Optimization exercise on an open flow, not production practice. RTL: at most simulated, not proved equivalent. Function not checked: runs 2 to 6. Power: default activity.

--- flow/design.v ---
module packet_parser (
	input  logic         clk,
	input  logic         rst_n,       
	input  logic         s_tvalid,
	input  logic [7:0]   s_tdata,
	input  logic         s_tlast,
	output logic         s_tready,
	output logic         m_tvalid,
	input  logic         m_tready,
	output logic [367:0] m_tdata
	);
logic       fill;           
logic       pend;           
logic       pad;            
logic [5:0] pos;            
logic take, acc_b, adv, p48, stored, inwin, go_pend, go_pad;
assign take    = pend && m_tready;
assign acc_b   = s_tvalid && fill;
assign adv     = acc_b || pad;
assign p48     = (pos == 6'd48);
assign stored  = (pos <= 6'd14) || (pos == 6'd16) || (pos == 6'd17) ||
                 (pos == 6'd23) || (pos >= 6'd26 && pos <= 6'd47);
assign inwin   = (pos >= 6'd14) && (pos <= 6'd37);
assign go_pend = p48 && ((acc_b && s_tlast) || pad);
assign go_pad  = acc_b && s_tlast && !p48;
always_ff @(posedge clk or negedge rst_n) begin
	if (!rst_n) begin
		fill <= 1'b1;
		pend <= 1'b0;
		pad  <= 1'b0;
		pos  <= 6'd0;
	end
	else if (pend) begin
		if (m_tready) begin
			pend <= 1'b0;
			fill <= 1'b1;
			pos  <= 6'd0;
		end
	end
	else begin
		if (adv && !p48)
			pos <= pos + 6'd1;
		if (go_pend) begin
			pend <= 1'b1;
			fill <= 1'b0;
			pad  <= 1'b0;
		end
		else if (go_pad) begin
			pad  <= 1'b1;
			fill <= 1'b0;
		end
	end
end
logic [7:0]   in_byte;
logic [319:0] ch;           
logic [15:0]  cnt;          
logic [15:0]  cnt_inc;
logic [7:0]   din;          
logic         dstep, dfirst;
logic [15:0]  acc;          
logic         pc;           
assign in_byte = s_tdata & {8{fill}};
assign cnt_inc = (cnt == 16'hFFFF) ? cnt : cnt + 16'd1;
always_ff @(posedge clk) begin
	if (adv && stored)
		ch <= {ch[311:0], in_byte};
	if (acc_b)
		cnt <= (pos == 6'd0) ? 16'd1 : cnt_inc;
	din    <= in_byte & {8{pos <= 6'd33}};    
	dstep  <= adv && inwin;
	dfirst <= (pos == 6'd14);
	if (dstep)
		{pc, acc} <= (dfirst ? 17'd0 : {1'b0, acc[7:0], acc[15:8]}) +
		             {8'd0, pc && !dfirst, din};
end
function integer slot(input integer b);
	integer i;
	begin
		if (b <= 14)      i = b;
		else if (b == 16) i = 15;
		else if (b == 17) i = 16;
		else if (b == 23) i = 17;
		else              i = b - 8;
		slot = 8 * (39 - i);
	end
endfunction
logic [47:0]  dest_mac, src_mac;
logic [15:0]  eth_type, total_length;
logic [7:0]   b14, protocol;
logic [31:0]  src_ip, dest_ip;
logic [111:0] payload;
genvar g;
generate
	for (g = 0; g < 6; g++) begin : MAC
		assign dest_mac[47-8*g -: 8] = ch[slot(g)   +: 8];
		assign src_mac [47-8*g -: 8] = ch[slot(6+g) +: 8];
	end
	for (g = 0; g < 4; g++) begin : IP
		assign src_ip [31-8*g -: 8] = ch[slot(26+g) +: 8];
		assign dest_ip[31-8*g -: 8] = ch[slot(30+g) +: 8];
	end
	for (g = 0; g < 14; g++) begin : PAY
		assign payload[8*g +: 8] = ch[slot(34+g) +: 8];
	end
endgenerate
assign eth_type     = {ch[slot(12) +: 8], ch[slot(13) +: 8]};
assign b14          = ch[slot(14) +: 8];
assign total_length = {ch[slot(16) +: 8], ch[slot(17) +: 8]};
assign protocol     = ch[slot(23) +: 8];
logic        f_v4, f_v6, f_short, f_ck, f_len;
logic        is_ipv4;
logic [15:0] len_now;
assign is_ipv4 = (eth_type == 16'h0800);
assign len_now = fill ? cnt_inc : cnt;
always_ff @(posedge clk) begin
	if (go_pend) begin
		f_v4    <= is_ipv4;
		f_v6    <= (eth_type == 16'h86DD);
		f_short <= (len_now < 16'd48);
		f_ck    <= is_ipv4 && (b14 == 8'h45) && (acc == 16'hFFFF);
		f_len   <= is_ipv4 && ({1'b0, total_length} + 17'd14 == {1'b0, len_now});
	end
end
assign s_tready = fill;
assign m_tvalid = pend;
assign m_tdata  = {11'b0, f_len, f_ck, f_short, f_v6, f_v4, acc, cnt, payload,
                   dest_ip, src_ip, protocol, total_length, b14[7:4], b14[3:0],
                   eth_type, src_mac, dest_mac};
endmodule
--- flow/run.sh ---
#!/bin/bash
# synth_recipe.tcl (not shown) runs the flow's synth.tcl, then flattens the netlist and writes it again
# the make line also repeats each setting of config.mk as NAME=value (left out here)
make -C /OpenROAD-flow-scripts/flow DESIGN_CONFIG=/design/flow/config.mk WORK_HOME=/design/flow/orfs CLKGATE_MAP_FILE= SYNTH_SCRIPT=/design/flow/synth_recipe.tcl finish
--- flow/config.mk ---
export PLATFORM = sky130hd
export DESIGN_NAME = packet_parser
export DESIGN_NICKNAME = packet_parser
export VERILOG_FILES = /design/flow/design.v
export SDC_FILE = /design/flow/constraint.sdc
export NUM_CORES = 4
export LEC_CHECK = 0
export CAP_MARGIN = 20
export CORE_MARGIN = 2
export CORE_UTILIZATION = 40
export PLACE_DENSITY = 0.6
export SLEW_MARGIN = 20
--- flow/constraint.sdc ---
create_clock -name core_clock -period 13.5 [get_ports {clk}]
set_input_delay 2.7000 -clock core_clock [delete_from_list [all_inputs] [get_ports {clk}]]
set_output_delay 2.7000 -clock core_clock [all_outputs]
set_load 0.01 [all_outputs]
==> results by group, run 1 <==
Timing
  – Hold slack: ~0.44 ns
  – Final setup TNS: 0 ns
  – Period utilization: approximately half
  – Slew HR: between 10% and 20%
  – Max Slew Vio Count: 0
  – RSZ-0062 raised after global routing: no
  – Fmax: ~150 MHz
  – # setup viols final: 0
  – Slew at the pin closest to its max-slew limit: roughly 1.3 ns
  – Setup Skew: about 0.014 ns
  – Fin crit period: just under 7 ns
  – Fin. Hold Viols: 0

Setup path
  – FF-to-FF Start: fill
  – CP Launch Type: primary input
  – Number of buffers and inverters on the critical path: 4
  – Worst-path cell chain: clkdlybuf4s50_1 -> and2_1 -> nor2_1 -> a31o_2 -> a21oi_4 -> buf_12 -> buf_4 -> buf_4
  – Crit-path slowest cell: buf_4
  – Reg2reg setup slack: about 8.5 ns
  – Crit path DAT: around 6.9 ns
  – Slowest stage delay, CP: just under 0.9 ns
  – CP Data Required Time: between 10 and 15 ns
  – CP most frequent cell: buf_4
  – Nature of the critical path endpoint: register
  – Critical path's top delay family: buffers and inverters
  – Worst reg-to-reg path cell count: 7
  – Critical path origin: s_tvalid
  – Setup CP Type: primary input to register
  – Critical R2R Capture: ch[271]
  – Crit path max fanout: ~190

Clock tree
  – Post-cts hold buffer count: 0
  – Post-CTS Resized: 0
  – Root buffer cell: clkbuf_16
  – Clock Pin Slew Worst Setup and Hold Paths: 0.05 ns
  – CTS H-tree lvls: 2
  – Clock sinks: approximately 380
  – CTS tree: yes
  – CTS buffer count: between 40 and 50
  – Worst-Skew Late Latency: roughly 0.54 ns
  – Post-CTS Setup Inserts: 0
  – Clock Path Buffers: 3

Finish
  – Commonest non-fill, non-tap cell in the layout: clkdlybuf4s50_1
  – NumNets Final: ~1,200
  – Final core utilization: between 50 and 60%
  – Area Growth Syn to Fin: 38.6%
  – Layout cells sized above 1: ~6.2%
  – Commonest cells after routing, fill and taps aside: 371 x clkdlybuf4s50_1, 358 x edfxtp_1, 41 x clkbuf_16
  – Fill cells: ~2,800
  – Antenna Diode Count: 0

Floorplan
  – Placeable Area: around 34,000 um2
  – Ports: 383
  – Starting Density: around two fifths
  – Die height: ~190 um
  – Chip width: about 190 um
  – Cell row count: around 70
  – Die ar.: 36,200 um2

Pwr
  – Worst VDD drop: approximately 180 uV
  – Pint: 3.66 mW
  – Sequential Power Share: a little under half
  – Clock power share: just under 20%
  – Pleak: slightly below 7 nW
  – PD cells: between 200 and 300 nW/um2
  – Psw: between 1.5 and 2 mW
  – Switching share of power: a little under a third
  – Comb power frac: 33.6%

GRT
  – Initial antenna violation count: 0
  – Vias in the first global route: just over 8,000
  – First-pass GRT wire length: approximately 51 mm
  – GR Overflow Total: 0
  – GRT Total Usage: about a fifth
  – Largest net degree at the start of global routing: roughly 190

Place
  – Final HPWL DP: roughly 25 mm
  – Port bufs: roughly 370
  – GP Congestion: ~0.87

Synthesis
  – Primary FF master, synth: edfxtp_1
  – Post-synth EDFFs: approximately 360
  – Synth Register Bits: around 380
  – Syn Std Cell Area: 13,900 um2
  – Post-synth ARST share: 2.39%
  – Seq/Total Area, Yosys: between 80 and 90%
  – Syn Inst Count: a little under 800
  – Syn avg cell area: about 18 um2
  – Ys Warns: 1
  – Yosys cell types: 63

Detailed routing
  – Via density per instance: 4.97
  – Vias: around 8,300
  – Post-DRT Antenna Nets: 0
  – Final wirelength: 35.2 mm
  – First-pass iteration count of the detailed router: 5
  – # DRC: 0
  – Number of DRC markers in iteration 0: 611
  – Wire per inst: around 21 um

Hold path
  – Hold Path Class: register to register
  – Hold Path Depth: 0
  – Hold Path Origin: ch[72]
  – Hold path endpoint: ch[80]

Status
  – Outcome: no timing/DRC/antenna violations

Flow run
  – Max cap viols: 0
## final cells by class
class | count | area (um2) | area share [%]
sequential | 377 | 11200 | 58.0
timing repair buffer | 375 | 3760 | 19.5
multi-input combinational | 371 | 2480 | 12.9
clock buffer | 49 | 1060 | 5.48
tap | 455 | 569 | 2.96
clock inverter | 24 | 181 | 0.942
inverter | 9 | 33.8 | 0.175
## power groups by stage
stage | sequential, mW | clock, mW | combinational, mW
finish | 2.53 | 1.03 | 1.80
global route | 2.61 | 1.11 | 1.92
CTS | 2.54 | 1.06 | 1.83
detailed placement | 2.55 | 0 | 1.82
floorplan | 2.78 | 0 | 0.379
global placement | 2.53 | 0 | 1.83
## routing by layer
layer  vias to the layer above  part of all wire, %  global-route usage, %
met5                         -                    0                      0
met4                         0                  2.5                   5.99
met3                        56                   11                   7.66
met2                       390                   47                   30.6
met1                      4026                   39                   23.1
li1                       3779                    -                      -
## how the worst max path moves through the flow
stage / end / slack, ns / cells past startpoint
CTS: ch[311] / 6.73 / 8
global route: ch[271] / 6.32 / 8
finish: ch[271] / 6.72 / 8
floorplan: ch[0] / 0.74 / 4
global placement: ch[199] / 6.20 / 8
detailed placement: ch[273] / 6.13 / 8
## Yosys cell counts (15+ instances only)
library cell | count | share of area (%)
a21oi_1 | 29 | 1.0
buf_4 | 22 | 1.2
edfxtp_1 | 358 | 77
ha_1 | 15 | 1.4
nand2_1 | 37 | 1.0
nand3_1 | 17 | 0.61
nand4_1 | 18 | 0.81
nor2_1 | 28 | 0.76
nor2b_1 | 18 | 0.81
o21ai_0 | 19 | 0.68
xnor2_1 | 39 | 2.5
xor2_1 | 16 | 1.0
## flip-flops by register name, indices dropped and copies added, names as in the netlist
register and cells:
f_len 1, f_ck 1, cnt 16, pad 1, pc 1, fill 1, pos 6, f_v6 1
f_v4 1, dfirst 1, din 8, f_short 1, ch 320, acc 16, pend 1, dstep 1
## through the flow
step                      setup slack [ns]  std cells  power [mW]  instance area [um2]
after global routing                  6.32       1660        5.64                19300
after floorplan                      0.741        798        3.16                13900
after CTS                             6.73       1660        5.44                19300
after detailed placement              6.13       1587        4.38                18000
after global placement                6.20       1587        4.36                18000
final                                 6.72       1660        5.36                19300
## logic make-up (layout without fill, tap and decap cells)
logic type,after synthesis,in the layout,share of synthesized area (%)
AO/OA/AOI/OAI,83,83,3.78
XOR/XNOR,55,55,3.47
adder cells (fa/ha/maj),16,16,1.49
buffers and inverters,50,457,2.04
flip-flops,377,377,80.4
multiplexers,7,7,0.513
other,1,11,0.0270
AND/OR/NAND/NOR,199,199,8.23
Testbench counts, summed over its fixed seeds: cycles 152,893, packets 320.
==> run 2, diff against run 1 <==
--- a/flow/design.v
+++ b/flow/design.v
@@ -64,8 +64,8 @@
 always_ff @(posedge clk) begin
 	if (adv && stored)
 		ch <= {ch[311:0], in_byte};
-	if (acc_b)
-		cnt <= (pos == 6'd0) ? 16'd1 : cnt_inc;
+	if ((acc_b && (!s_tlast || pos == 6'd0)) || go_pend)
+		cnt <= (acc_b && pos == 6'd0) ? {15'd0, !s_tlast} : cnt_inc;
 	din    <= in_byte & {8{pos <= 6'd33}};    
 	dstep  <= adv && inwin;
 	dfirst <= (pos == 6'd14);
@@ -111,7 +111,7 @@
 logic        is_ipv4;
 logic [15:0] len_now;
 assign is_ipv4 = (eth_type == 16'h0800);
-assign len_now = fill ? cnt_inc : cnt;
+assign len_now = cnt_inc;
 always_ff @(posedge clk) begin
 	if (go_pend) begin
 		f_v4    <= is_ipv4;
==> flow/flow/run.sh (new file) <==
#!/bin/bash
# Own layout flow: the standard synthesis and layout, with
#  - plain sky130 buffers on the ports instead of the delay buffer the
#    resizer picks by default;
#  - a clock tree of fewer, larger sink clusters and no dummy loads;
#  - timing repair asked to reach a setup slack margin, so that it works on
#    the paths that set the achieved period (the constraints are unchanged).
set -euo pipefail
bash standard.sh synth > synth.log 2>&1
bash standard.sh finish \
  BUFFER_PORTS_ARGS="-buffer_cell sky130_fd_sc_hd__buf_1" \
  CTS_ARGS="-sink_clustering_enable -repair_clock_nets -sink_clustering_size 30 -sink_clustering_max_diameter 100 -buf_list sky130_fd_sc_hd__clkbuf_16 -dont_use_dummy_load" \
  SETUP_SLACK_MARGIN=9.5 > layout.log 2>&1
==> flow/standard.sh (new file) <==
#!/bin/bash
# synth_recipe.tcl (not shown) runs the flow's synth.tcl, then flattens the netlist and writes it again
# the make line also repeats each setting of config.mk as NAME=value (left out here)
make -C /OpenROAD-flow-scripts/flow DESIGN_CONFIG=/design/flow/config.mk WORK_HOME=/design/flow/orfs CLKGATE_MAP_FILE= SYNTH_SCRIPT=/design/flow/synth_recipe.tcl "${@:-finish}"
--- a/flow/config.mk
+++ b/flow/config.mk
@@ -7,6 +7,6 @@
 export LEC_CHECK = 0
 export CAP_MARGIN = 20
 export CORE_MARGIN = 2
-export CORE_UTILIZATION = 40
-export PLACE_DENSITY = 0.6
+export CORE_UTILIZATION = 65
+export PLACE_DENSITY = 0.8
 export SLEW_MARGIN = 20
removed: flow/run.sh
==> run 2 against run 1 <==
Register-to-register slack better by 1.6 ns. Utilization increased by 22 points. Still clean. Total power shrank 66%. Worst setup slack better by 2.8 ns. Die area fell by 39%.
==> results by group, run 2 <==
Timing
  – Fin. Hold Viols: 0 (unchanged)
  – Period utilization: 29.3% (was 50.2%)
  – Setup WS post-layout: 9.55 ns (was 6.72 ns)
  – # setup viols final: 0 (unchanged)
  – RSZ-0062 raised after global routing: no (unchanged)
  – Fin crit period: 3.95 ns (was 6.78 ns)
  – Max Slew Vio Count: 0 (unchanged)
  – Slew HR: 40.1% (was 12.7%)
  – Slew at the pin closest to its max-slew limit: 0.892 ns (was 1.31 ns)
  – Final setup TNS: 0 ns (unchanged)
  – Fmax: 253 MHz (was 147 MHz)
  – Setup Skew: 0.0416 ns (was 0.0141 ns)

Floorplan
  – Die height: 148 um (was 190 um)
  – Die ar.: 22,000 um2 (was 36,200 um2)
  – Cell row count: 52 (was 68)
  – Ports: 383 (unchanged)
  – Placeable Area: 20,400 um2 (was 34,400 um2)
  – Starting Density: 66.5% (was 40.4%)
  – Chip width: 148 um (was 190 um)

GRT
  – Initial antenna violation count: 0 (unchanged)
  – Vias in the first global route: 7,540 (was 8,136)
  – GRT Total Usage: 29.4% (was 18.9%)
  – GR Overflow Total: 0 (unchanged)
  – Largest net degree at the start of global routing: 79 (was 189)
  – First-pass GRT wire length: 47.6 mm (was 50.8 mm)

Finish
  – Area Growth Syn to Fin: 17.9% (was 38.6%)
  – Antenna Diode Count: 0 (unchanged)
  – Fill cells: 1,170 (was 2,780)
  – Max reg flops: 320 (unchanged)
  – NumNets Final: 1,167 (was 1,204)
  – Commonest non-fill, non-tap cell in the layout: buf_1 (was clkdlybuf4s50_1)
  – Top reg by flops: ch (unchanged)
  – Commonest cells after routing, fill and taps aside: 371 x buf_1, 358 x edfxtp_1, 38 x nor2_1 (was 371 x clkdlybuf4s50_1, 358 x edfxtp_1, 41 x clkbuf_16)
  – Layout cells sized above 1: 5.72% (was 6.22%)

Setup path
  – Crit path max fanout: 8 (was 188)
  – Slowest stage delay, CP: 0.54 ns (was 0.87 ns)
  – Number of buffers and inverters on the critical path: 1 (was 4)
  – Crit-path slowest cell: edfxtp_1 (was buf_4)
  – Crit path DAT: 1.25 ns (was 6.94 ns)
  – CP Launch Type: register (was primary input)
  – Critical path origin: cnt[1] (was s_tvalid)
  – Setup CP Type: register to primary output (was primary input to register)
  – Nature of the critical path endpoint: primary output (was register)
  – Worst-path cell chain: buf_1 (was clkdlybuf4s50_1 -> and2_1 -> nor2_1 -> a31o_2 -> a21oi_4 -> buf_12 -> buf_4 -> buf_4)
  – Critical path's top delay family: flip-flops (was buffers and inverters)
  – FF-to-FF Start: cnt[12] (was fill)
  – CP Data Required Time: 10.80 ns (was 13.66 ns)

Synthesis
  – Post-synthesis adder-cell area fraction: 1.53% (was 1.49%)
  – Count leader, synth: edfxtp_1 (unchanged)
  – Primary FF master, synth: edfxtp_1 (unchanged)
  – Post-synth ARST share: 2.39% (unchanged)
  – Syn avg cell area: 18.3 um2 (was 17.6 um2)
  – Post-synth EDFFs: 358 (unchanged)
  – Cell accounting for the most synthesized area: edfxtp_1 (unchanged)
  – Synth top cells by count: 358 x edfxtp_1, 38 x nor2_1, 35 x nand2_1, 32 x xnor2_1, 25 x nor2b_1 (was 358 x edfxtp_1, 39 x xnor2_1, 37 x nand2_1, 29 x a21oi_1, 28 x nor2_1)
  – Main combinational cell family by area after synthesis: simple AND/OR/NAND/NOR gates (unchanged)
  – Synth area leaders: edfxtp_1 79%, xnor2_1 2.1%, dfrtp_1 1.5% (was edfxtp_1 77%, xnor2_1 2.5%, dfrtp_1 1.4%)
  – Synth Register Bits: 377 (unchanged)
  – Post-synthesis compound-gate area fraction: 3.23% (was 3.78%)
  – Ys Warns: 1 (unchanged)
  – Syn Inst Count: 739 (was 788)
  – Synth top area share: 79.3% (was 77.4%)
  – Syn Std Cell Area: 13,500 um2 (was 13,900 um2)
  – Simple-gate portion of the synthesized area: 7.86% (was 8.23%)
  – Seq/Total Area, Yosys: 82.5% (was 80.4%)
  – XOR/XNOR Fraction of Synth Area: 2.65% (was 3.47%)
  – Yosys cell types: 64 (was 63)
  – Post-synthesis mux area share: 0.545% (was 0.513%)

Clock tree
  – CTS buffer count: 16 (was 41)
  – Clock Path Buffers: 3 (unchanged)
  – Worst-Skew Late Latency: 0.53 ns (was 0.54 ns)
  – CTS H-tree lvls: 1 (was 2)
  – Clock sinks: 377 (unchanged)
  – Post-cts hold buffer count: 0 (unchanged)
  – CTS tree: yes (unchanged)
  – Root buffer cell: clkbuf_16 (unchanged)
  – Clock Pin Slew Worst Setup and Hold Paths: 0.12 ns (was 0.05 ns)

Detailed routing
  – Final wirelength: 32.8 mm (was 35.2 mm)
  – Wire per inst: 23.4 um (was 21.2 um)
  – Number of DRC markers in iteration 0: 832 (was 611)
  – First-pass iteration count of the detailed router: 6 (was 5)
  – # DRC: 0 (unchanged)
  – Via density per instance: 5.82 (was 4.97)
  – Post-DRT Antenna Nets: 0 (unchanged)
  – Vias: 8,183 (was 8,251)

Flow run
  – Max cap viols: 0 (unchanged)

Place
  – Final HPWL DP: 22.3 mm (was 25.4 mm)
  – Port bufs: 371 (unchanged)
  – GP Congestion: 0.892 (was 0.872)
  – DP Worst Slack: 7.41 ns (was 6.13 ns)

Pwr
  – Pleak: 4.03 nW (was 6.88 nW)
  – Worst VDD drop: 116 uV (was 184 uV)
  – PD cells: 113 nW/um2 (was 278 nW/um2)

Status
  – Outcome: no timing/DRC/antenna violations (unchanged)

Hold path
  – Hold Path Origin: ch[101] (was ch[72])
  – Hold Path Class: register to register (unchanged)
[run 2: what timing repair did]
item	in CTS	in global routing
pin swaps	1	0
gates resized for setup	9	1
buffers inserted	3	14
endpoints found under the setup margin	250	9
gates cloned	6	0
[run 2: per-layer routing]
layer / track usage, % / part of all wire [%] / wire length, um
met3: 5.67 / 8.9 / 2940
met2: 52.2 / 53 / 17300
met5: 0 / 0 / 0
met1: 36.9 / 35 / 11500
met4: 9.33 / 3.4 / 1120
[run 2: cell type report]
type                       count  area [um2]  share of cell area (%)
clock buffer                  16         400                    2.51
sequential                   377       11200                    69.9
inverter                      15        56.3                   0.352
timing repair buffer         398        1790                    11.2
multi-input combinational    330        2210                    13.9
tap                          270         338                    2.11
[run 2: cells by family (layout without fill, tap and decap cells)]
kind of cell / count (synthesis) / count (layout)
mux: 7 / 7
other cells: 1 / 11
fa+ha+maj: 16 / 16
simple gates: 191 / 191
buf+inv: 42 / 429
flops: 377 / 377
compound gates: 64 / 64
xor+xnor: 41 / 41
[run 2: final timing paths]
| check | endpoint | slack (ns) | cells past startpoint |
|---|---|---|---|
| hold / removal | ch[109] | 0.43 | 0 |
| max in group asynchronous | fill | 11.03 | 1 |
| setup reg to reg | f_len | 10.04 | 8 |
| setup / recovery | m_tdata[321] | 9.55 | 1 |
| min in group asynchronous | pad | 2.08 | 1 |
| hold reg to reg | ch[109] | 0.43 | 0 |
[run 2: stage by stage]
stage / power [mW] / hold slack (ns) / instances / utilization [%] / instance area (um2)
after global placement: 1.29 / 0.428 / 1367 / 74.7 / 15200
after CTS: 1.81 / 0.434 / 1392 / 77.9 / 15900
after detailed placement: 1.29 / 0.430 / 1367 / 74.7 / 15200
after global routing: 1.85 / 0.438 / 1406 / 78.5 / 16000
after floorplan: 1.29 / 0.499 / 749 / - / 13600
final: 1.81 / 0.434 / 1406 / 78.5 / 16000
[run 2: power by group]
| group | internal (mW) | total [mW] | leakage [nW] | switching (mW) |
|---|---|---|---|---|
| Clock | 0.216 | 0.545 | 0.197 | 0.329 |
| Sequential | 1.26 | 1.26 | 2.25 | 0 |
| Combinational | 0.000855 | 0.00371 | 1.58 | 0.00286 |
==> run 3, diff against run 2 <==
--- a/flow/design.v
+++ b/flow/design.v
@@ -55,23 +55,22 @@
 logic [319:0] ch;           
 logic [15:0]  cnt;          
 logic [15:0]  cnt_inc;
-logic [7:0]   din;          
-logic         dstep, dfirst;
+logic [7:0]   cs_byte;      
+logic         first;
 logic [15:0]  acc;          
 logic         pc;           
 assign in_byte = s_tdata & {8{fill}};
+assign cs_byte = in_byte & {8{pos <= 6'd33}};    
+assign first   = (pos == 6'd14);
 assign cnt_inc = (cnt == 16'hFFFF) ? cnt : cnt + 16'd1;
 always_ff @(posedge clk) begin
 	if (adv && stored)
 		ch <= {ch[311:0], in_byte};
 	if ((acc_b && (!s_tlast || pos == 6'd0)) || go_pend)
 		cnt <= (acc_b && pos == 6'd0) ? {15'd0, !s_tlast} : cnt_inc;
-	din    <= in_byte & {8{pos <= 6'd33}};    
-	dstep  <= adv && inwin;
-	dfirst <= (pos == 6'd14);
-	if (dstep)
-		{pc, acc} <= (dfirst ? 17'd0 : {1'b0, acc[7:0], acc[15:8]}) +
-		             {8'd0, pc && !dfirst, din};
+	if (adv && inwin)
+		{pc, acc} <= (first ? 17'd0 : {1'b0, acc[7:0], acc[15:8]}) +
+		             {8'd0, pc && !first, cs_byte};
 end
 function integer slot(input integer b);
 	integer i;
==> run 3 against run 2 <==
Still clean on timing, DRC and antenna. Total power down 2.5%. Non-clock buffer count up 9. Count of clock-buffer cells in the layout unchanged. Wire length up 4.8%. Utilization up 0.82 points. Sequential share of layout area down 2.0 points. Synthesized cell count up 3.4%. Via count up 1.9%. Worst setup slack worse by 0.31 ns. Global-route usage up 0.47 points. Flip-flop and latch count down 10. Largest power group unchanged. Highest routed layer unchanged.
==> results by group, run 3 <==
Clock tree
  – CTS buffer count: 16 (unchanged)
  – Clock Pin Slew Worst Setup and Hold Paths: 0.11 ns (was 0.12 ns)
  – Clock sinks: 367 (was 377)
  – Worst-Skew Late Latency: 0.52 ns (was 0.53 ns)
  – CTS H-tree lvls: 1 (unchanged)
  – Clock Path Buffers: 3 (unchanged)
  – Root buffer cell: clkbuf_16 (unchanged)
  – CTS tree: yes (unchanged)

Synthesis
  – XOR/XNOR Fraction of Synth Area: 3.06% (was 2.65%)
  – Synth Register Bits: 367 (was 377)
  – Synth top area share: 79.0% (was 79.3%)
  – Synth area leaders: edfxtp_1 79%, xnor2_1 2.0%, dfrtp_1 1.5% (was edfxtp_1 79%, xnor2_1 2.1%, dfrtp_1 1.5%)
  – Primary FF master, synth: edfxtp_1 (unchanged)
  – Syn Std Cell Area: 13,600 um2 (was 13,500 um2)
  – Synth top cells by count: 358 x edfxtp_1, 50 x nor2_1, 33 x nand2_1, 31 x xnor2_1, 21 x nand3_1 (was 358 x edfxtp_1, 38 x nor2_1, 35 x nand2_1, 32 x xnor2_1, 25 x nor2b_1)
  – Post-synth ARST share: 2.45% (was 2.39%)
  – Count leader, synth: edfxtp_1 (unchanged)
  – Yosys cell types: 64 (unchanged)
  – Post-synthesis mux area share: 0.451% (was 0.545%)
  – Post-synthesis adder-cell area fraction: 1.62% (was 1.53%)
  – Syn Inst Count: 764 (was 739)
  – Post-synth EDFFs: 358 (unchanged)
  – Seq/Total Area, Yosys: 80.7% (was 82.5%)
  – Syn avg cell area: 17.8 um2 (was 18.3 um2)
  – Ys Warns: 1 (unchanged)
  – Main combinational cell family by area after synthesis: simple AND/OR/NAND/NOR gates (unchanged)
  – Simple-gate portion of the synthesized area: 8.63% (was 7.86%)
  – Post-synthesis compound-gate area fraction: 3.39% (was 3.23%)
  – Cell accounting for the most synthesized area: edfxtp_1 (unchanged)

Setup path
  – FF-to-FF Start: cnt[9] (was cnt[12])
  – Setup CP Type: primary input to register (was register to primary output)
  – Critical path's top delay family: compound AO/OA/AOI/OAI gates (was flip-flops)
  – CP Launch Type: primary input (was register)
  – CP Data Required Time: 13.74 ns (was 10.80 ns)
  – Crit path max fanout: 3 (was 8)
  – Slowest stage delay, CP: 0.36 ns (was 0.54 ns)
  – Number of buffers and inverters on the critical path: 2 (was 1)
  – Worst-path cell chain: buf_1 -> and2_4 -> nor2b_4 -> ha_4 -> inv_2 -> fa_2 -> nor2b_4 -> o21ai_2 -> a21boi_2 -> o211ai_1 -> a21oi_2 -> xnor2_1 -> nor2_1 (was buf_1)
  – Nature of the critical path endpoint: register (was primary output)
  – Crit path DAT: 4.50 ns (was 1.25 ns)
  – Crit-path slowest cell: fa_2 (was edfxtp_1)
  – CP most frequent cell: nor2b_4
  – Critical path origin: s_tdata[0] (was cnt[1])

Place
  – Final HPWL DP: 23.2 mm (was 22.3 mm)
  – Port bufs: 371 (unchanged)
  – Post-DP Area: 15,300 um2 (was 15,200 um2)
  – Dpl cells: 1,389 (was 1,367)
  – GP Congestion: 0.949 (was 0.892)

Floorplan
  – Chip width: 149 um (was 148 um)
  – Die height: 149 um (was 148 um)
  – Placeable Area: 20,400 um2 (unchanged)
  – Die ar.: 22,100 um2 (was 22,000 um2)
  – Cell row count: 52 (unchanged)
  – Starting Density: 66.8% (was 66.5%)
  – Ports: 383 (unchanged)

Pwr
  – Worst VDD drop: 103 uV (was 116 uV)
  – PD cells: 109 nW/um2 (was 113 nW/um2)
  – Post-route total power: 1.76 mW (was 1.81 mW)
  – Pleak: 4.19 nW (was 4.03 nW)

Detailed routing
  – Vias: 8,341 (was 8,183)
  – Number of DRC markers in iteration 0: 652 (was 832)
  – Via density per instance: 5.81 (was 5.82)
  – First-pass iteration count of the detailed router: 5 (was 6)
  – Final wirelength: 34.4 mm (was 32.8 mm)
  – Post-DRT Antenna Nets: 0 (unchanged)
  – Wire per inst: 24.0 um (was 23.4 um)
  – # DRC: 0 (unchanged)

Timing
  – Fmax: 235 MHz (was 253 MHz)
  – Final setup TNS: 0 ns (unchanged)
  – Fin crit period: 4.26 ns (was 3.95 ns)
  – RSZ-0062 raised after global routing: yes (was no)
  – Fin. Hold Viols: 0 (unchanged)
  – Setup Skew: 0.0438 ns (was 0.0416 ns)
  – Max Slew Vio Count: 0 (unchanged)
  – Slew HR: 29.4% (was 40.1%)
  – # setup viols final: 0 (unchanged)
  – Period utilization: 31.5% (was 29.3%)
  – Slew at the pin closest to its max-slew limit: 1.05 ns (was 0.892 ns)

Hold path
  – Hold Path Origin: ch[70] (was ch[101])
  – Hold Path Class: register to register (unchanged)

GRT
  – GR Overflow Total: 0 (unchanged)
  – Vias in the first global route: 7,668 (was 7,540)
  – Largest net degree at the start of global routing: 101 (was 79)
  – GRT Total Usage: 29.8% (was 29.4%)
  – Initial antenna violation count: 0 (unchanged)
  – First-pass GRT wire length: 48.5 mm (was 47.6 mm)

Finish
  – Commonest non-fill, non-tap cell in the layout: buf_1 (unchanged)
  – NumNets Final: 1,197 (was 1,167)
  – Layout cells sized above 1: 8.58% (was 5.72%)
  – Area Growth Syn to Fin: 18.7% (was 17.9%)
  – Fin cells: 1,435 (was 1,406)
  – Fin area: 16,100 um2 (was 16,000 um2)
  – Final core utilization: 79.3% (was 78.5%)
  – Max reg flops: 320 (unchanged)
  – Top reg by flops: ch (unchanged)
  – Antenna Diode Count: 0 (unchanged)
  – Commonest cells after routing, fill and taps aside: 371 x buf_1, 358 x edfxtp_1, 50 x nor2_1 (was 371 x buf_1, 358 x edfxtp_1, 38 x nor2_1)

Status
  – Outcome: no timing/DRC/antenna violations (unchanged)

Flow run
  – Max cap viols: 0 (unchanged)
run 3: changes by cell type after synthesis, moves of 5 or more:
cell	change
nand3_1	+9
nor2b_1	-13
nand4_1	-6
and2_1	+11
o21a_1	+5
dfxtp_1	-10
buf_6	+5
xor2_1	+5
nor2_1	+12
run 3: cell type report:
cell class	count	area [um2]
flip-flops and latches	367	11000
fillers	1145	4220
multi-input cells	359	2540
repair buffers	407	1830
clock buffers	16	400
well taps	270	338
inverters	16	60.1
run 3: kinds of logic (layout without fill, tap and decap cells):
group           after synthesis  count (layout)
xor+xnor                     46              46
compound gates               67              67
other cells                   1              11
buf+inv                      48             439
fa+ha+maj                    17              17
simple gates                212             212
mux                           6               6
flops                       367             367
run 3: path summary, 6_finish.rpt:
| kind | depth (start not counted) | slack (ns) | end |
|---|---|---|---|
| max in group asynchronous | 1 | 11.02 | fill |
| worst max register to register | 7 | 9.65 | f_len |
| worst max-delay path | 13 | 9.24 | acc[14] |
| worst min register to register | 0 | 0.41 | ch[78] |
| min in group asynchronous | 1 | 2.13 | pad |
| worst min-delay path | 0 | 0.41 | ch[78] |
run 3: per-layer routing:
| layer | vias to the layer above | share of wire (%) | GRT usage, % |
|---|---|---|---|
| li1 | 3670 | - | - |
| met1 | 4088 | 35 | 37.2 |
| met2 | 517 | 52 | 53.7 |
| met3 | 66 | 11 | 7.24 |
| met4 | 0 | 2.8 | 6.33 |
| met5 | - | 0 | 0 |
run 3: per-stage QoR:
step | hold slack, ns | setup WS [ns]
floorplan | 0.499 | 2.65
global placement | 0.427 | 7.75
detailed placement | 0.430 | 7.68
CTS | 0.406 | 9.24
global route | 0.420 | 9.15
finish | 0.409 | 9.24
run 3: worst reg2reg max path, stage by stage, from the launching register on:
cell and delay, ns:
edfxtp_1 0.55, nand4_1 0.38, nor4_4 1.01, o21ai_0 0.57, xnor2_1 0.47, xor2_1 0.13
o22a_2 0.27, nor4_2 0.26
run 3: where the power goes:
part           switching, mW  internal (mW)  total, mW
clock                  0.315          0.215      0.530
combinational        0.00267       0.000784    0.00346
sequential                 0           1.23       1.23
total                  0.318           1.44       1.76
run 3: what timing repair did:
item / 4_1_cts / 5_1_grt
gates cloned: 4 / 1
pin swaps: 11 / 6
hold buffers: 0 / 0
setup buffers: 6 / 19
endpoints found under the setup margin: 296 / 159
gates resized for setup: 17 / 8
==> run 4, diff against run 3 <==
--- a/flow/design.v
+++ b/flow/design.v
@@ -9,65 +9,70 @@
 	input  logic         m_tready,
 	output logic [367:0] m_tdata
 	);
-logic       fill;           
+logic       rdy;            
 logic       pend;           
 logic       pad;            
 logic [5:0] pos;            
-logic take, acc_b, adv, p48, stored, inwin, go_pend, go_pad;
-assign take    = pend && m_tready;
-assign acc_b   = s_tvalid && fill;
-assign adv     = acc_b || pad;
+logic       dv;             
+logic [7:0] din;
+logic       dl;
+logic fill, proc, adv, p48, stored, inwin, go_pend, go_pad;
+logic next_pend, next_pad, dfull_next;
+assign fill    = !pend && !pad;
+assign proc    = dv && fill;
+assign adv     = proc || pad;
 assign p48     = (pos == 6'd48);
 assign stored  = (pos <= 6'd14) || (pos == 6'd16) || (pos == 6'd17) ||
                  (pos == 6'd23) || (pos >= 6'd26 && pos <= 6'd47);
 assign inwin   = (pos >= 6'd14) && (pos <= 6'd37);
-assign go_pend = p48 && ((acc_b && s_tlast) || pad);
-assign go_pad  = acc_b && s_tlast && !p48;
+assign go_pend = p48 && ((proc && dl) || pad);
+assign go_pad  = proc && dl && !p48;
+assign next_pend  = pend ? !m_tready : go_pend;
+assign next_pad   = !pend && (pad ? !go_pend : go_pad);
+assign dfull_next = (rdy && s_tvalid) || (dv && !proc);
 always_ff @(posedge clk or negedge rst_n) begin
 	if (!rst_n) begin
-		fill <= 1'b1;
+		rdy  <= 1'b1;
 		pend <= 1'b0;
 		pad  <= 1'b0;
 		pos  <= 6'd0;
-	end
-	else if (pend) begin
-		if (m_tready) begin
-			pend <= 1'b0;
-			fill <= 1'b1;
-			pos  <= 6'd0;
-		end
+		dv   <= 1'b0;
 	end
 	else begin
-		if (adv && !p48)
+		rdy  <= !(next_pend || next_pad) || !dfull_next;
+		pend <= next_pend;
+		pad  <= next_pad;
+		dv   <= dfull_next;
+		if (pend) begin
+			if (m_tready)
+				pos <= 6'd0;
+		end
+		else if (adv && !p48)
 			pos <= pos + 6'd1;
-		if (go_pend) begin
-			pend <= 1'b1;
-			fill <= 1'b0;
-			pad  <= 1'b0;
-		end
-		else if (go_pad) begin
-			pad  <= 1'b1;
-			fill <= 1'b0;
-		end
 	end
 end
-logic [7:0]   in_byte;
+always_ff @(posedge clk) begin
+	if (rdy) begin
+		din <= s_tdata;
+		dl  <= s_tlast;
+	end
+end
+logic [7:0]   in_byte, cs_byte;
 logic [319:0] ch;           
 logic [15:0]  cnt;          
 logic [15:0]  cnt_inc;
-logic [7:0]   cs_byte;      
-logic         first;
 logic [15:0]  acc;          
 logic         pc;           
-assign in_byte = s_tdata & {8{fill}};
+logic         first;
+assign in_byte = din & {8{!pad}};
 assign cs_byte = in_byte & {8{pos <= 6'd33}};    
+assign cnt_inc = (cnt == 16'hFFFF) ? cnt : cnt + 16'd1;
 assign first   = (pos == 6'd14);
-assign cnt_inc = (cnt == 16'hFFFF) ? cnt : cnt + 16'd1;
 always_ff @(posedge clk) begin
 	if (adv && stored)
 		ch <= {ch[311:0], in_byte};
-	if ((acc_b && (!s_tlast || pos == 6'd0)) || go_pend)
-		cnt <= (acc_b && pos == 6'd0) ? {15'd0, !s_tlast} : cnt_inc;
+	if (proc)
+		cnt <= (pos == 6'd0) ? 16'd1 : cnt_inc;
 	if (adv && inwin)
 		{pc, acc} <= (first ? 17'd0 : {1'b0, acc[7:0], acc[15:8]}) +
 		             {8'd0, pc && !first, cs_byte};
@@ -110,7 +115,7 @@
 logic        is_ipv4;
 logic [15:0] len_now;
 assign is_ipv4 = (eth_type == 16'h0800);
-assign len_now = cnt_inc;
+assign len_now = pad ? cnt : cnt_inc;
 always_ff @(posedge clk) begin
 	if (go_pend) begin
 		f_v4    <= is_ipv4;
@@ -120,7 +125,7 @@
 		f_len   <= is_ipv4 && ({1'b0, total_length} + 17'd14 == {1'b0, len_now});
 	end
 end
-assign s_tready = fill;
+assign s_tready = rdy;
 assign m_tvalid = pend;
 assign m_tdata  = {11'b0, f_len, f_ck, f_short, f_v6, f_v4, acc, cnt, payload,
                    dest_ip, src_ip, protocol, total_length, b14[7:4], b14[3:0],
==> flow/run.sh (new file) <==
#!/bin/bash
# synth_recipe.tcl (not shown) runs the flow's synth.tcl, then flattens the netlist and writes it again
# the make line also repeats each setting of config.mk as NAME=value (left out here)
make -C /OpenROAD-flow-scripts/flow DESIGN_CONFIG=/design/flow/config.mk WORK_HOME=/design/flow/orfs CLKGATE_MAP_FILE= SYNTH_SCRIPT=/design/flow/synth_recipe.tcl finish
--- a/flow/config.mk
+++ b/flow/config.mk
@@ -7,6 +7,6 @@
 export LEC_CHECK = 0
 export CAP_MARGIN = 20
 export CORE_MARGIN = 2
-export CORE_UTILIZATION = 65
-export PLACE_DENSITY = 0.8
+export CORE_UTILIZATION = 40
+export PLACE_DENSITY = 0.6
 export SLEW_MARGIN = 20
removed: flow/flow/run.sh
removed: flow/standard.sh
==> run 4 against run 3 <==
Via count grew 1.3%. Area after synthesis up 3.9%. Global-route usage shrank 10 points. Critical path type is now register to primary output. Critical endpoint is now s_tready. Largest cell class unchanged.
==> results by group, run 4 <==
Status
  – Outcome: no timing/DRC/antenna violations (unchanged)

Setup path
  – Number of buffers and inverters on the critical path: 1 (was 2)
  – Crit-path slowest cell: dfstp_2 (was fa_2)
  – Critical path's top delay family: flip-flops (was compound AO/OA/AOI/OAI gates)
  – Worst-path cell chain: clkdlybuf4s50_1 (was buf_1 -> and2_4 -> nor2b_4 -> ha_4 -> inv_2 -> fa_2 -> nor2b_4 -> o21ai_2 -> a21boi_2 -> o211ai_1 -> a21oi_2 -> xnor2_1 -> nor2_1)
  – Setup CP Type: register to primary output (was primary input to register)
  – Critical path origin: rdy (was s_tdata[0])
  – Crit path max fanout: 11 (was 3)
  – CP Data Required Time: 10.80 ns (was 13.74 ns)
  – FF-to-FF Start: pad (was cnt[9])
  – Slowest stage delay, CP: 0.67 ns (was 0.36 ns)
  – Nature of the critical path endpoint: primary output (was register)
  – CP Launch Type: register (was primary input)
  – Crit path DAT: 1.81 ns (was 4.50 ns)

GRT
  – Largest net degree at the start of global routing: 171 (was 101)
  – Vias in the first global route: 8,265 (was 7,668)
  – Initial antenna violation count: 0 (unchanged)
  – GR Overflow Total: 0 (unchanged)
  – First-pass GRT wire length: 52.5 mm (was 48.5 mm)
  – GRT Total Usage: 19.5% (was 29.8%)

Synthesis
  – Yosys cell types: 58 (was 64)
  – Post-synth EDFFs: 367 (was 358)
  – Count leader, synth: edfxtp_1 (unchanged)
  – Post-synth ARST share: 2.65% (was 2.45%)
  – Syn Inst Count: 824 (was 764)
  – Syn avg cell area: 17.2 um2 (was 17.8 um2)
  – Synth area leaders: edfxtp_1 78%, xnor2_1 2.4%, dfrtp_1 1.6% (was edfxtp_1 79%, xnor2_1 2.0%, dfrtp_1 1.5%)
  – Syn Std Cell Area: 14,100 um2 (was 13,600 um2)
  – Synth top area share: 78.0% (was 79.0%)
  – Cell accounting for the most synthesized area: edfxtp_1 (unchanged)
  – Synth top cells by count: 367 x edfxtp_1, 46 x nor2_1, 44 x nand2_1, 38 x xnor2_1, 26 x nand3_1 (was 358 x edfxtp_1, 50 x nor2_1, 33 x nand2_1, 31 x xnor2_1, 21 x nand3_1)
  – Synth Register Bits: 377 (was 367)
  – Ys Warns: 1 (unchanged)
  – Primary FF master, synth: edfxtp_1 (unchanged)
  – Seq/Total Area, Yosys: 79.7% (was 80.7%)

Timing
  – Final setup TNS: 0 ns (unchanged)
  – Period utilization: 33.4% (was 31.5%)
  – Slew HR: 33.1% (was 29.4%)
  – RSZ-0062 raised after global routing: no (was yes)
  – Fin. Hold Viols: 0 (unchanged)
  – Fin crit period: 4.51 ns (was 4.26 ns)
  – Setup Skew: 0.0141 ns (was 0.0438 ns)
  – # setup viols final: 0 (unchanged)
  – Fmax: 222 MHz (was 235 MHz)
  – Max Slew Vio Count: 0 (unchanged)
  – Slew at the pin closest to its max-slew limit: 1.00 ns (was 1.05 ns)

Clock tree
  – Clock Path Buffers: 3 (unchanged)
  – Post-CTS Resized: 0 (was 17)
  – Root buffer cell: clkbuf_16 (unchanged)
  – Clock sinks: 377 (was 367)
  – CTS H-tree lvls: 2 (was 1)
  – CTS buffer count: 42 (was 16)
  – Clock Pin Slew Worst Setup and Hold Paths: 0.06 ns (was 0.11 ns)
  – Worst-Skew Late Latency: 0.55 ns (was 0.52 ns)
  – Post-CTS Setup Inserts: 0 (was 6)
  – CTS tree: yes (unchanged)
  – Post-cts hold buffer count: 0 (unchanged)

Pwr
  – Post-route total power: 6.29 mW (was 1.76 mW)
  – Pint: 4.10 mW (was 1.44 mW)
  – Psw: 2.19 mW (was 318 uW)
  – Sequential Power Share: 44.8% (was 69.7%)
  – Switching share of power: 34.8% (was 18.0%)
  – Comb power frac: 38.5% (was 0.2%)
  – PD cells: 322 nW/um2 (was 109 nW/um2)
  – Pleak: 6.81 nW (was 4.19 nW)
  – Worst VDD drop: 223 uV (was 103 uV)
  – Clock power share: 16.7% (was 30.1%)

Flow run
  – Max cap viols: 0 (unchanged)

Place
  – Final HPWL DP: 26.5 mm (was 23.2 mm)
  – Port bufs: 371 (unchanged)
  – Post-DP Area: 18,300 um2 (was 15,300 um2)
  – GP Congestion: 0.878 (was 0.949)

Finish
  – Commonest cells after routing, fill and taps aside: 371 x clkdlybuf4s50_1, 367 x edfxtp_1, 46 x nor2_1 (was 371 x buf_1, 358 x edfxtp_1, 50 x nor2_1)
  – Fin area: 19,500 um2 (was 16,100 um2)
  – Layout cells sized above 1: 5.56% (was 8.58%)
  – Antenna Diode Count: 0 (unchanged)
  – Top reg by flops: ch (unchanged)
  – NumNets Final: 1,241 (was 1,197)
  – Area Growth Syn to Fin: 38.3% (was 18.7%)
  – Final core utilization: 56.3% (was 79.3%)
  – Max reg flops: 320 (unchanged)
  – Commonest non-fill, non-tap cell in the layout: clkdlybuf4s50_1 (was buf_1)

Floorplan
  – Die ar.: 36,900 um2 (was 22,100 um2)
  – Cell row count: 68 (was 52)
  – Ports: 383 (unchanged)
  – Die height: 192 um (was 149 um)
  – Chip width: 192 um (was 149 um)
  – Placeable Area: 34,700 um2 (was 20,400 um2)
  – Starting Density: 40.7% (was 66.8%)

Detailed routing
  – Vias: 8,447 (was 8,341)
  – Post-DRT Antenna Nets: 0 (unchanged)
  – First-pass iteration count of the detailed router: 5 (unchanged)
  – # DRC: 0 (unchanged)
  – Via density per instance: 4.98 (was 5.81)
  – Final wirelength: 36.8 mm (was 34.4 mm)
  – Wire per inst: 21.7 um (was 24.0 um)
  – Number of DRC markers in iteration 0: 682 (was 652)

Hold path
  – Hold Path Class: register to register (unchanged)
  – Hold Path Origin: ch[27] (was ch[70])
-- run 4: cell families (layout without fill, tap and decap cells) --
| family | after synthesis | after routing | share of synthesized area (%) |
|---|---|---|---|
| flip-flops | 377 | 377 | 79.7 |
| AND/OR/NAND/NOR | 234 | 234 | 8.96 |
| AO/OA/AOI/OAI | 74 | 74 | 3.46 |
| XOR/XNOR | 59 | 59 | 3.75 |
| buffers and inverters | 56 | 463 | 2.08 |
| adder cells (fa/ha/maj) | 17 | 17 | 1.56 |
| multiplexers | 6 | 6 | 0.434 |
| other | 1 | 11 | 0.0265 |
-- run 4: layout make-up --
class                      instances  area [um2]
tap                              455         569
fill                            2834       15200
clock buffer                      55        1130
multi-input combinational        401        2640
inverter                          12        45.0
clock inverter                    19         115
timing repair buffer             377        3770
sequential                       377       11300
-- run 4: worst paths after layout --
kind                            cells after the start       end  slack (ns)
worst max-delay path                                1  s_tready        8.99
worst min-delay path                                0    ch[35]        0.44
worst max register to register                      6     ch[4]        9.76
worst min register to register                      0    ch[35]        0.44
max in group asynchronous                           1       rdy       10.70
min in group asynchronous                           1       pad        2.47
-- run 4: layer usage --
layer | global-route usage (%) | vias up | wire length, um | share of wire [%]
met4 | 6.34 | 0 | 765 | 2.1
met3 | 7.44 | 55 | 4010 | 11
met2 | 30.0 | 388 | 16800 | 46
met5 | 0 | - | 0 | 0
li1 | - | 3883 | - | -
met1 | 25.5 | 4121 | 15200 | 41
-- run 4: power by group through the flow --
| stage | clock [mW] | combinational, mW | sequential [mW] |
|---|---|---|---|
| floorplan | 0 | 0.804 | 3.09 |
| global placement | 0 | 2.45 | 2.81 |
| detailed placement | 0 | 2.44 | 2.84 |
| CTS | 1.09 | 2.45 | 2.83 |
| global route | 1.13 | 2.60 | 2.90 |
| finish | 1.05 | 2.42 | 2.81 |
-- run 4: metrics by stage --
| stage | std cells | hold slack (ns) | worst slack [ns] |
|---|---|---|---|
| after floorplan | 834 | 0.472 | 2.73 |
| after global placement | 1622 | 0.430 | 9.56 |
| after detailed placement | 1622 | 0.431 | 9.55 |
| after CTS | 1696 | 0.446 | 8.94 |
| after global routing | 1696 | 0.446 | 8.91 |
| final | 1696 | 0.438 | 8.99 |
==> run 5, diff against run 4 <==
==> flow/flow/run.sh (new file) <==
#!/bin/bash
# Own layout flow: the standard flow, with the port buffers made plain
# sky130 buffers instead of the delay buffer the resizer picks by default.
set -euo pipefail
bash standard.sh synth > synth.log 2>&1
bash standard.sh finish BUFFER_PORTS_ARGS="-buffer_cell sky130_fd_sc_hd__buf_1" > layout.log 2>&1
==> flow/standard.sh (new file) <==
#!/bin/bash
# synth_recipe.tcl (not shown) runs the flow's synth.tcl, then flattens the netlist and writes it again
# the make line also repeats each setting of config.mk as NAME=value (left out here)
make -C /OpenROAD-flow-scripts/flow DESIGN_CONFIG=/design/flow/config.mk WORK_HOME=/design/flow/orfs CLKGATE_MAP_FILE= SYNTH_SCRIPT=/design/flow/synth_recipe.tcl "${@:-finish}"
removed: flow/run.sh
==> run 5 against run 4 <==
Non-clock buffer count increased by 1. Global-route usage shrank 0.92 points. Total power fell by 10%. Register-to-register slack got worse by 0.69 ns. Sequential share of layout area rose by 7.4 points. Hold slack improved by 0.0058 ns. Critical path type is now register to register. Critical endpoint is now ch[283].
==> results by group, run 5 <==
GRT
  – First-pass GRT wire length: 50.1 mm (was 52.5 mm)
  – Largest net degree at the start of global routing: 166 (was 171)
  – Initial antenna violation count: 0 (unchanged)
  – GRT Total Usage: 18.6% (was 19.5%)
  – GR Overflow Total: 0 (unchanged)
  – Vias in the first global route: 8,184 (was 8,265)

Finish
  – NumNets Final: 1,240 (was 1,241)
  – Layout cells sized above 1: 6.38% (was 5.56%)
  – Area Growth Syn to Fin: 22.6% (was 38.3%)
  – FF+latch area: 11,300 um2 (unchanged)
  – Commonest non-fill, non-tap cell in the layout: buf_1 (was clkdlybuf4s50_1)
  – Antenna Diode Count: 0 (unchanged)
  – Top reg by flops: ch (unchanged)
  – Fill cells: 3,037 (was 2,834)
  – Max reg flops: 320 (unchanged)
  – Area of the multi-input gates: 2640 um2 (unchanged)
  – Commonest cells after routing, fill and taps aside: 371 x buf_1, 367 x edfxtp_1, 46 x nor2_1 (was 371 x clkdlybuf4s50_1, 367 x edfxtp_1, 46 x nor2_1)
  – Final core utilization: 49.9% (was 56.3%)

Detailed routing
  – # DRC: 0 (unchanged)
  – Number of DRC markers in iteration 0: 486 (was 682)
  – Wire per inst: 20.8 um (was 21.7 um)
  – Final wirelength: 35.2 mm (was 36.8 mm)
  – Post-DRT Antenna Nets: 0 (unchanged)
  – Via density per instance: 5.02 (was 4.98)
  – Vias: 8,505 (was 8,447)
  – First-pass iteration count of the detailed router: 5 (unchanged)

Setup path
  – CP Data Required Time: 13.66 ns (was 10.80 ns)
  – Crit-path slowest cell: buf_4 (was dfstp_2)
  – CP most frequent cell: buf_4
  – Slowest stage delay, CP: 0.84 ns (was 0.67 ns)
  – Setup CP Type: register to register (was register to primary output)
  – Crit path DAT: 4.59 ns (was 1.81 ns)
  – Critical path's top delay family: buffers and inverters (was flip-flops)
  – Critical R2R Capture: ch[283] (was ch[4])
  – Nature of the critical path endpoint: register (was primary output)
  – Worst reg-to-reg path cell count: 9 (was 6)
  – Number of buffers and inverters on the critical path: 4 (was 1)
  – CP Launch Type: register (unchanged)
  – Crit path max fanout: 165 (was 11)
  – Reg2reg setup slack: 9.07 ns (was 9.76 ns)
  – Worst-path cell chain: inv_1 -> ha_1 -> nor3_1 -> a21oi_1 -> o21ai_0 -> a211oi_4 -> buf_4 -> buf_12 -> buf_4 (was clkdlybuf4s50_1)
  – FF-to-FF Start: pos[0] (was pad)

Pwr
  – PD cells: 326 nW/um2 (was 322 nW/um2)
  – Sequential Power Share: 50.0% (was 44.8%)
  – Switching share of power: 38.1% (was 34.8%)
  – Comb power frac: 30.2% (was 38.5%)
  – Pint: 3.50 mW (was 4.10 mW)
  – Clock power share: 19.9% (was 16.7%)
  – Worst VDD drop: 220 uV (was 223 uV)
  – Pleak: 5.84 nW (was 6.81 nW)
  – Psw: 2.16 mW (was 2.19 mW)

Hold path
  – Hold Path Origin: ch[54] (was ch[27])
  – Hold Path Depth: 0 (unchanged)
  – Hold path endpoint: ch[62] (was ch[35])
  – Hold Path Class: register to register (unchanged)

Synthesis
  – Syn Std Cell Area: 14,100 um2 (unchanged)
  – Seq/Total Area, Yosys: 79.7% (unchanged)
  – Primary FF master, synth: edfxtp_1 (unchanged)
  – Count leader, synth: edfxtp_1 (unchanged)
  – Synth Register Bits: 377 (unchanged)
  – Syn Inst Count: 824 (unchanged)
  – Post-synth EDFFs: 367 (unchanged)
  – Syn avg cell area: 17.2 um2 (unchanged)
  – Post-synth ARST share: 2.65% (unchanged)
  – Yosys cell types: 58 (unchanged)
  – Cell accounting for the most synthesized area: edfxtp_1 (unchanged)
  – Synth top cells by count: 367 x edfxtp_1, 46 x nor2_1, 44 x nand2_1, 38 x xnor2_1, 26 x nand3_1 (unchanged)
  – Synth area leaders: edfxtp_1 78%, xnor2_1 2.4%, dfrtp_1 1.6% (unchanged)
  – Synth top area share: 78.0% (unchanged)
  – Ys Warns: 1 (unchanged)

Clock tree
  – Clock Pin Slew Worst Setup and Hold Paths: 0.06 ns (about the same)
  – Root buffer cell: clkbuf_16 (unchanged)
  – Post-CTS Resized: 0 (unchanged)
  – Clock sinks: 377 (unchanged)
  – Post-CTS Setup Inserts: 0 (unchanged)
  – Clock Path Buffers: 3 (unchanged)
  – Post-cts hold buffer count: 0 (unchanged)
  – Worst-Skew Late Latency: 0.56 ns (was 0.55 ns)
  – CTS H-tree lvls: 2 (unchanged)
  – CTS buffer count: 40 (was 42)
  – CTS tree: yes (unchanged)

Floorplan
  – Starting Density: 40.7% (unchanged)
  – Chip width: 192 um (unchanged)
  – Placeable Area: 34,700 um2 (unchanged)
  – Ports: 383 (unchanged)
  – Die height: 192 um (unchanged)
  – Cell row count: 68 (unchanged)
  – Die ar.: 36,900 um2 (unchanged)

Place
  – Final HPWL DP: 25.2 mm (was 26.5 mm)
  – DP Worst Slack: 9.09 ns (was 9.55 ns)
  – Port bufs: 371 (unchanged)
  – GP Congestion: 0.889 (was 0.878)

Timing
  – Fmax: 226 MHz (was 222 MHz)
  – Slew at the pin closest to its max-slew limit: 1.05 ns (was 1.00 ns)
  – Setup WS post-layout: 9.07 ns (was 8.99 ns)
  – RSZ-0062 raised after global routing: no (unchanged)
  – Final setup TNS: 0 ns (unchanged)
  – Setup Skew: 0.0277 ns (was 0.0141 ns)
  – Max Slew Vio Count: 0 (unchanged)
  – Period utilization: 32.8% (was 33.4%)
  – Fin crit period: 4.43 ns (was 4.51 ns)
  – Slew HR: 30.2% (was 33.1%)
  – # setup viols final: 0 (unchanged)
  – Fin. Hold Viols: 0 (unchanged)

Flow run
  – Max cap viols: 0 (unchanged)

Status
  – Outcome: no timing/DRC/antenna violations (unchanged)
## run 5: changes by cell type in the layout (fill, tap and decap cells not counted), sizes merged
| cell | previous run | this run |
|---|---|---|
| bufinv | 1 | 7 |
| clkinvlp | 0 | 3 |
| buf | 6 | 378 |
| clkbuf | 55 | 43 |
| clkdlybuf4s50 | 371 | 0 |
| inv | 14 | 13 |
## run 5: worst max-delay path by stage
stage                      start  endpoint  slack [ns]  depth (start not counted)
after global routing      pos[0]   ch[315]        8.75                          9
final                     pos[0]   ch[283]        9.07                          9
after global placement    pos[0]   ch[307]        9.24                          9
after floorplan              pad     ch[0]        2.73                          4
after CTS                 pos[0]   ch[315]        9.10                          9
after detailed placement  pos[0]   ch[307]        9.09                          9
## run 5: through the flow
stage          instances  hold WS [ns]  total power [mW]  area [um2]
2_1_floorplan        834         0.472              3.89       14200
3_3_place_gp        1623         0.428              4.55       16000
3_5_place_dp        1623         0.431              4.58       16000
4_1_cts             1693         0.445              5.73       17300
5_1_grt             1693         0.449              5.99       17300
6_report            1693         0.443              5.66       17300
## run 5: kinds of logic (layout without fill, tap and decap cells)
family	count (synthesis)	after routing	share of synthesized area [%]
flops	377	377	79.7
simple gates	234	234	8.96
compound gates	74	74	3.46
xor+xnor	59	59	3.75
buf+inv	56	460	2.08
fa+ha+maj	17	17	1.56
mux	6	6	0.434
other cells	1	11	0.0265
## run 5: cell type report
| type | instances | share of cell area (%) |
|---|---|---|
| inverter | 12 | 0.260 |
| clock inverter | 27 | 1.91 |
| multi-input combinational | 401 | 15.2 |
| clock buffer | 43 | 5.84 |
| timing repair buffer | 378 | 8.41 |
| sequential | 377 | 65.1 |
| tap | 455 | 3.29 |
## run 5: layer usage
metal,vias to the layer above,global-route usage (%),share of wire (%)
met5,-,0,0
met4,0,7.08,2.7
met3,59,5.96,10
met2,410,30.4,48
met1,4156,23.0,40
li1,3880,-,-
## run 5: worst reg2reg max path: cells and delay by family (launching register included)
family                     cells  cell delay [ns]
and+or+nand+nor                1             0.04
adders and majority gates      1             0.17
AOI/OAI and AO/OA              3             0.61
DFF                            1             0.47
buffers and inverters          4             2.70
## run 5: power by group through the flow
stage	Clock [mW]	Combinational [mW]	Sequential [mW]
floorplan	0	0.804	3.09
global placement	0	1.72	2.82
detailed placement	0	1.73	2.85
CTS	1.15	1.73	2.84
global route	1.20	1.88	2.91
finish	1.12	1.71	2.83
==> run 6, diff against run 5 <==
--- a/flow/design.v
+++ b/flow/design.v
@@ -16,20 +16,25 @@
 logic       dv;             
 logic [7:0] din;
 logic       dl;
-logic fill, proc, adv, p48, stored, inwin, go_pend, go_pad;
+logic fill, proc, adv, p48, inwin, go_pend, go_pad;
 logic next_pend, next_pad, dfull_next;
+logic [5:0] pos_next;
+logic shift_q;              
 assign fill    = !pend && !pad;
 assign proc    = dv && fill;
 assign adv     = proc || pad;
 assign p48     = (pos == 6'd48);
-assign stored  = (pos <= 6'd14) || (pos == 6'd16) || (pos == 6'd17) ||
-                 (pos == 6'd23) || (pos >= 6'd26 && pos <= 6'd47);
 assign inwin   = (pos >= 6'd14) && (pos <= 6'd37);
 assign go_pend = p48 && ((proc && dl) || pad);
 assign go_pad  = proc && dl && !p48;
 assign next_pend  = pend ? !m_tready : go_pend;
 assign next_pad   = !pend && (pad ? !go_pend : go_pad);
 assign dfull_next = (rdy && s_tvalid) || (dv && !proc);
+assign pos_next   = pend ? (m_tready ? 6'd0 : pos) : ((adv && !p48) ? pos + 6'd1 : pos);
+function logic stored_at(input logic [5:0] p);
+	stored_at = (p <= 6'd14) || (p == 6'd16) || (p == 6'd17) ||
+	            (p == 6'd23) || (p >= 6'd26 && p <= 6'd47);
+endfunction
 always_ff @(posedge clk or negedge rst_n) begin
 	if (!rst_n) begin
 		rdy  <= 1'b1;
@@ -37,18 +42,15 @@
 		pad  <= 1'b0;
 		pos  <= 6'd0;
 		dv   <= 1'b0;
+		shift_q <= 1'b0;
 	end
 	else begin
 		rdy  <= !(next_pend || next_pad) || !dfull_next;
 		pend <= next_pend;
 		pad  <= next_pad;
 		dv   <= dfull_next;
-		if (pend) begin
-			if (m_tready)
-				pos <= 6'd0;
-		end
-		else if (adv && !p48)
-			pos <= pos + 6'd1;
+		pos  <= pos_next;
+		shift_q <= ((dfull_next && !next_pend && !next_pad) || next_pad) && stored_at(pos_next);
 	end
 end
 always_ff @(posedge clk) begin
@@ -69,7 +71,7 @@
 assign cnt_inc = (cnt == 16'hFFFF) ? cnt : cnt + 16'd1;
 assign first   = (pos == 6'd14);
 always_ff @(posedge clk) begin
-	if (adv && stored)
+	if (shift_q)
 		ch <= {ch[311:0], in_byte};
 	if (proc)
 		cnt <= (pos == 6'd0) ? 16'd1 : cnt_inc;
==> flow/flow/run.sh (replaced) <==
#!/bin/bash
# Own layout flow: the standard synthesis and layout, with
#  - plain sky130 buffers on the ports instead of the delay buffer the
#    resizer picks by default;
#  - timing repair asked to reach a setup slack margin, so that it works on
#    the paths that set the achieved period (the constraints are unchanged).
set -euo pipefail
bash standard.sh synth > synth.log 2>&1
bash standard.sh finish \
  BUFFER_PORTS_ARGS="-buffer_cell sky130_fd_sc_hd__buf_1" \
  SETUP_SLACK_MARGIN=9.5 > layout.log 2>&1
==> run 6 against run 5 <==
Still clean on timing, DRC and antenna. Die area is 0.30% lower. Register-to-register slack better by 0.94 ns. Combinational power is 6% lower. Flip-flop and latch count is 1 higher. Clock power is 4% higher. Via count is 0.96% lower. Cell count is 0.35% higher. First-iteration DRC count is 3.5% lower. Fmax is 12% higher. Hold slack worse by 0.0048 ns. Sequential share of layout area is 0.77 points lower. Cell area is 1.5% higher. Critical path type is now register to primary output.
==> results by group, run 6 <==
Synthesis
  – Synth top cells by count: 367 x edfxtp_1, 38 x nand2_1, 34 x nor2_1, 30 x xnor2_1, 20 x nor2b_1 (was 367 x edfxtp_1, 46 x nor2_1, 44 x nand2_1, 38 x xnor2_1, 26 x nand3_1)
  – Syn Std Cell Area: 14,100 um2 (about the same)
  – Synth top area share: 78.2% (was 78.0%)
  – Synth Register Bits: 378 (was 377)
  – Ys Warns: 1 (unchanged)
  – Yosys cell types: 68 (was 58)
  – Cell accounting for the most synthesized area: edfxtp_1 (unchanged)
  – Post-synth ARST share: 2.91% (was 2.65%)
  – Syn Inst Count: 789 (was 824)
  – Post-synth EDFFs: 367 (unchanged)
  – Synth area leaders: edfxtp_1 78%, xnor2_1 1.9%, dfrtp_1 1.8% (was edfxtp_1 78%, xnor2_1 2.4%, dfrtp_1 1.6%)
  – Count leader, synth: edfxtp_1 (unchanged)
  – Syn avg cell area: 17.9 um2 (was 17.2 um2)
  – Seq/Total Area, Yosys: 80.2% (was 79.7%)
  – Primary FF master, synth: edfxtp_1 (unchanged)

Timing
  – Max Slew Vio Count: 0 (unchanged)
  – Final setup TNS: 0 ns (unchanged)
  – # setup viols final: 0 (unchanged)
  – Fmax: 252 MHz (was 226 MHz)
  – RSZ-0062 raised after global routing: no (unchanged)
  – Fin crit period: 3.97 ns (was 4.43 ns)
  – Hold slack: 0.439 ns (was 0.443 ns)
  – Slew at the pin closest to its max-slew limit: 0.989 ns (was 1.05 ns)
  – Period utilization: 29.4% (was 32.8%)
  – Slew HR: 34.0% (was 30.2%)
  – Fin. Hold Viols: 0 (unchanged)
  – Setup Skew: 0.0216 ns (was 0.0277 ns)
  – Setup WS post-layout: 9.53 ns (was 9.07 ns)

Detailed routing
  – # DRC: 0 (unchanged)
  – Wire per inst: 20.5 um (was 20.8 um)
  – Final wirelength: 34.9 mm (was 35.2 mm)
  – Vias: 8,423 (was 8,505)
  – Via density per instance: 4.96 (was 5.02)
  – Post-DRT Antenna Nets: 0 (unchanged)
  – First-pass iteration count of the detailed router: 5 (unchanged)
  – Number of DRC markers in iteration 0: 469 (was 486)

Finish
  – Max reg flops: 320 (unchanged)
  – Final core utilization: 50.8% (was 49.9%)
  – Area Growth Syn to Fin: 24.7% (was 22.6%)
  – Commonest non-fill, non-tap cell in the layout: buf_1 (unchanged)
  – NumNets Final: 1,239 (was 1,240)
  – Top reg by flops: ch (unchanged)
  – Layout cells sized above 1: 9.90% (was 6.38%)
  – Commonest cells after routing, fill and taps aside: 368 x buf_1, 367 x edfxtp_1, 43 x clkbuf_16 (was 371 x buf_1, 367 x edfxtp_1, 46 x nor2_1)
  – Fin area: 17,600 um2 (was 17,300 um2)

Floorplan
  – Die ar.: 36,800 um2 (was 36,900 um2)
  – Placeable Area: 34,600 um2 (was 34,700 um2)
  – Die height: 192 um (about the same)
  – Ports: 383 (unchanged)
  – Starting Density: 40.7% (about the same)
  – Chip width: 192 um (about the same)
  – Cell row count: 68 (unchanged)

Clock tree
  – Post-cts hold buffer count: 0 (unchanged)
  – Clock Path Buffers: 3 (unchanged)
  – CTS tree: yes (unchanged)
  – Worst-Skew Late Latency: 0.55 ns (was 0.56 ns)
  – CTS buffer count: 41 (was 40)
  – Clock sinks: 378 (was 377)
  – Root buffer cell: clkbuf_16 (unchanged)
  – Clock Pin Slew Worst Setup and Hold Paths: 0.06 ns (about the same)
  – CTS H-tree lvls: 2 (unchanged)

Setup path
  – Crit path DAT: 1.27 ns (was 4.59 ns)
  – CP Launch Type: register (unchanged)
  – Setup CP Type: register to primary output (was register to register)
  – Slowest stage delay, CP: 0.53 ns (was 0.84 ns)
  – Crit-path slowest cell: edfxtp_1 (was buf_4)
  – Worst-path cell chain: buf_1 (was inv_1 -> ha_1 -> nor3_1 -> a21oi_1 -> o21ai_0 -> a211oi_4 -> buf_4 -> buf_12 -> buf_4)
  – Number of buffers and inverters on the critical path: 1 (was 4)
  – Crit path max fanout: 5 (was 165)
  – Nature of the critical path endpoint: primary output (was register)
  – CP Data Required Time: 10.80 ns (was 13.66 ns)
  – Critical path's top delay family: flip-flops (was buffers and inverters)

GRT
  – GR Overflow Total: 0 (unchanged)
  – GRT Total Usage: 18.3% (was 18.6%)
  – Largest net degree at the start of global routing: 88 (was 166)
  – First-pass GRT wire length: 49.7 mm (was 50.1 mm)
  – Vias in the first global route: 8,114 (was 8,184)
  – Initial antenna violation count: 0 (unchanged)

Pwr
  – PD cells: 306 nW/um2 (was 326 nW/um2)
  – Pleak: 6.11 nW (was 5.84 nW)
  – Worst VDD drop: 174 uV (was 220 uV)

Hold path
  – Hold Path Class: register to register (unchanged)

Place
  – DP Worst Slack: 9.35 ns (was 9.09 ns)
  – Post-DP Area: 15,900 um2 (was 16,000 um2)
  – Port bufs: 371 (unchanged)
  – Final HPWL DP: 24.8 mm (was 25.2 mm)
  – GP Congestion: 0.871 (was 0.889)

Flow run
  – Max cap viols: 0 (unchanged)

Status
  – Outcome: no timing/DRC/antenna violations (unchanged)
[run 6: cell type report]
type	instances	area (um2)
repair buffers	404	1660
flip-flops and latches	378	11300
multi-input cells	373	2580
fillers	2974	17100
well taps	455	569
inverters	12	45.0
clock buffers	52	1110
clock inverters	24	307
diodes	1	2.50
[run 6: cell families after synthesis]
logic type / share of synthesized area, %
multiplexers: 1.02
AND/OR/NAND/NOR: 8.83
other: 0.0266
AO/OA/AOI/OAI: 3.52
XOR/XNOR: 3.04
flip-flops: 80.2
adder cells (fa/ha/maj): 1.47
buffers and inverters: 1.93
[run 6: layer usage]
layer	track usage (%)	share of wire [%]
met2	30.1	48
met1	23.3	40
met3	4.64	8.8
met4	7.54	2.9
met5	0	0
[run 6: timing repair]
| item | in CTS | in global routing |
|---|---|---|
| resized for setup | 4 | 0 |
| endpoints found under the setup margin | 24 | 2 |
| endpoints found under the hold margin | 0 | 0 |
| buffers inserted | 22 | 2 |
[run 6: stage by stage]
stage / instances / power, mW
after CTS: 1695 / 5.44
after detailed placement: 1597 / 4.20
final: 1699 / 5.39
after floorplan: 799 / 3.41
after global placement: 1597 / 4.16
after global routing: 1698 / 5.68
[run 6: power by group]
part	leakage, nW	internal (mW)	switching, mW	total (mW)
Combinational	1.60	0.510	1.09	1.60
Clock	0.680	0.718	0.453	1.17
Sequential	3.82	2.19	0.425	2.61
[run 6: worst paths after layout]
path / cells past startpoint / end / start / slack, ns
setup / recovery: 1 / m_tdata[132] / ch[196] / 9.53
hold / removal: 0 / ch[258] / ch[250] / 0.44
setup reg to reg: 12 / acc[15] / pos[0] / 10.01
hold reg to reg: 0 / ch[258] / ch[250] / 0.44
max in group asynchronous: 1 / shift_q / rst_n / 10.93
min in group asynchronous: 1 / pos[0] / rst_n / 2.13
